What follows belongs to an exercise in optimizing a design on an open flow for a short achievable clock period and few clock cycles; a production flow would make more cautious choices.
Only simulation tests tie the RTL to the original design; equivalence was not proved.
Power is estimated from default activity; no workload was simulated.

Design SingleCycleCPU, start of the top module:
module SingleCycleCPU(
        input CLK,                   
        input Reset,                 
        output [31:0] imem_addr,     
        input  [31:0] imem_data,     
        output retire_valid,         
        output [31:0] retire_pc,     
        output retire_we,            
        output [4:0] retire_rd,      
        output [31:0] retire_data    
    );
    reg  [31:0] pcO;
    reg  [31:0] pcFn;
    wire [31:0] pcF = ~pcFn;
    reg         vX;
    reg  [31:0] pcX;
    reg         predX;           
    reg  [3:0]  hitX;            
    reg  [31:0] immX;            
    reg  [31:0] immBX;           
    reg  [4:0]  immAX;           
    reg  [4:0]  rdX;
    reg  [31:1] oh1X, oh2X;
    reg         z1X, byp1X, byp2X, wenX;
    reg         isLoadX, isStoreX, isBranchX, isJalX, isJalrX;
    reg         sAddX, sSubX, sSllX, sSltX, sSltuX, sXorX, sSrlX, sSraX, sOrX, sAndX;
    reg         sLoadX, sLinkX, sLuiX, sAuipcX;
    reg         bEqX, bNeX, bLtX, bGeX, bLtuX, bGeuX;
    reg         ldBX, ldHX, ldWX, ldBuX, ldHuX, stHX, stWX;
    reg  [31:1] woh;             
    reg  [31:0] wd;              
    reg         r_valid, r2_valid;
    reg  [31:0] r_pc,    r2_pc;
    reg         r_we,    r2_we;
    reg  [4:0]  r_rd,    r2_rd;
    reg  [31:0] r_data,  r2_data;
    wire [31:1] oh1F, oh2F;
    wire        byp1F, byp2F, selimmF, wenF;
    wire        isLoadF, isStoreF, isBranchF, isJalF, isJalrF;
    wire        sAddF, sSubF, sSllF, sSltF, sSltuF, sXorF, sSrlF, sSraF, sOrF, sAndF;
    wire        sLoadF, sLinkF, sLuiF, sAuipcF;
    wire        bEqF, bNeF, bLtF, bGeF, bLtuF, bGeuF;
    wire        ldBF, ldHF, ldWF, ldBuF, ldHuF, stHF, stWF;
    wire [31:0] immF;
    wire        wen_x = vX & wenX;
    wire [31:1] rd_oh;
    genvar gi;
    generate
        for (gi = 1; gi < 32; gi = gi + 1) begin : g_rd
            assign rd_oh[gi] = (rdX == gi);
        end
    endgenerate
    ControlUnit control(
        .instr(imem_data), .rdX(rdX), .wenX(wen_x),
        .oh1(oh1F), .byp1(byp1F), .oh2(oh2F), .byp2(byp2F), .selimm(selimmF), .wen(wenF),
        .isLoad(isLoadF), .isStore(isStoreF), .isBranch(isBranchF), .isJal(isJalF), .isJalr(isJalrF),
        .sAdd(sAddF), .sSub(sSubF), .sSll(sSllF), .sSlt(sSltF), .sSltu(sSltuF), .sXor(sXorF),
        .sSrl(sSrlF), .sSra(sSraF), .sOr(sOrF), .sAnd(sAndF),
  ...
Size: roughly 2100 flip-flops, ~140 I/O pins.
==> flow/config.mk <==
export PLATFORM = sky130hd
export DESIGN_NAME = SingleCycleCPU
export DESIGN_NICKNAME = SingleCycleCPU
export VERILOG_FILES = /design/flow/design.v
export SDC_FILE = /design/flow/constraint.sdc
export NUM_CORES = 4
export LEC_CHECK = 0
export CAP_MARGIN = 20
export CELL_PAD_IN_SITES_DETAIL_PLACEMENT = 1
export CELL_PAD_IN_SITES_GLOBAL_PLACEMENT = 1
export CORE_MARGIN = 2
export CORE_UTILIZATION = 35
export SLEW_MARGIN = 20
==> flow/constraint.sdc <==
create_clock -name core_clock -period 20.0 [get_ports {CLK}]
set_input_delay 4.0000 -clock core_clock [delete_from_list [all_inputs] [get_ports {CLK}]]
set_output_delay 4.0000 -clock core_clock [all_outputs]
set_load 0.01 [all_outputs]
standard.sh (not shown) runs the stock make flow with config.mk's settings and CLKGATE_MAP_FILE= SYNTH_SCRIPT=/design/flow/synth_recipe.tcl, a recipe that flattens the netlist after the stock synthesis.
==> flow/flow/run.sh <==
#!/bin/bash
set -euo pipefail
bash standard.sh synth > log_synth.txt 2>&1
bash standard.sh floorplan place > log_floorplan_place.txt 2>&1
bash standard.sh SETUP_SLACK_MARGIN=15 TNS_END_PERCENT=100 cts route finish > log_cts_route_finish.txt 2>&1
The starting point completed and failed the layout checks on max-capacitance violations, max-slew violations.
Testbench counts at the start, summed over its fixed seeds: cycles 25,992.
Rerun with:
==> flow/run.sh (new file) <==
#!/bin/bash
# synth_recipe.tcl (not shown) runs the flow's synth.tcl, then flattens the netlist and writes it again
# the make line also repeats each setting of config.mk as NAME=value (left out here)
make -C /OpenROAD-flow-scripts/flow DESIGN_CONFIG=/design/flow/config.mk WORK_HOME=/design/flow/orfs CLKGATE_MAP_FILE= SYNTH_SCRIPT=/design/flow/synth_recipe.tcl finish
--- a/flow/config.mk
+++ b/flow/config.mk
@@ -10,4 +10,4 @@
 export CELL_PAD_IN_SITES_GLOBAL_PLACEMENT = 1
 export CORE_MARGIN = 2
-export CORE_UTILIZATION = 35
+export CORE_UTILIZATION = 30
 export SLEW_MARGIN = 20
removed: flow/flow/run.sh
removed: flow/standard.sh
Now the flow finished clean.
Utilization is lower by 14 points.
First-iteration DRC count shrinks by 15%.
Critical path depth stays the same.
Worst hold slack improves by 0.036 ns.
Synthesized area stays the same.
Power came out lower by about 4.5%.
Flip-flop and latch count stays the same.
Non-clock buffer count fell by 1270.
Cell area shrinks by about 16%.
Fmax is lower by 32%.

==> separate check: timing with driven ports <==
How much do the figures lean on ideal ports? The routed layouts below were timed once more, with nothing changed but the port constraints.
Step 1: set_driving_cell puts a clkbuf_16 on CLK and a buf_2 on each other input, an assumption about the parent block.
Step 2 times the ports against the registers' clock, not the clock port: input delays grow and output delays shrink by t, the midpoint of the rising clock arrivals with the driver on.
a / b / c = no drivers / after step 1 / after step 2; a / b = the first two.
run	t (ns)	slack for setup (ns)	worst hold slack (ns)
the first run	1.033	14.130 / 14.130 / 13.998	0.290 / 0.290 / 0.290
the second run	1.075	11.385 / 11.385 / 11.385	0.326 / 0.326 / 0.326
The setup slack of the first run, which loses most, moves by 0.000 ns with the drivers and by -0.132 ns with both steps.
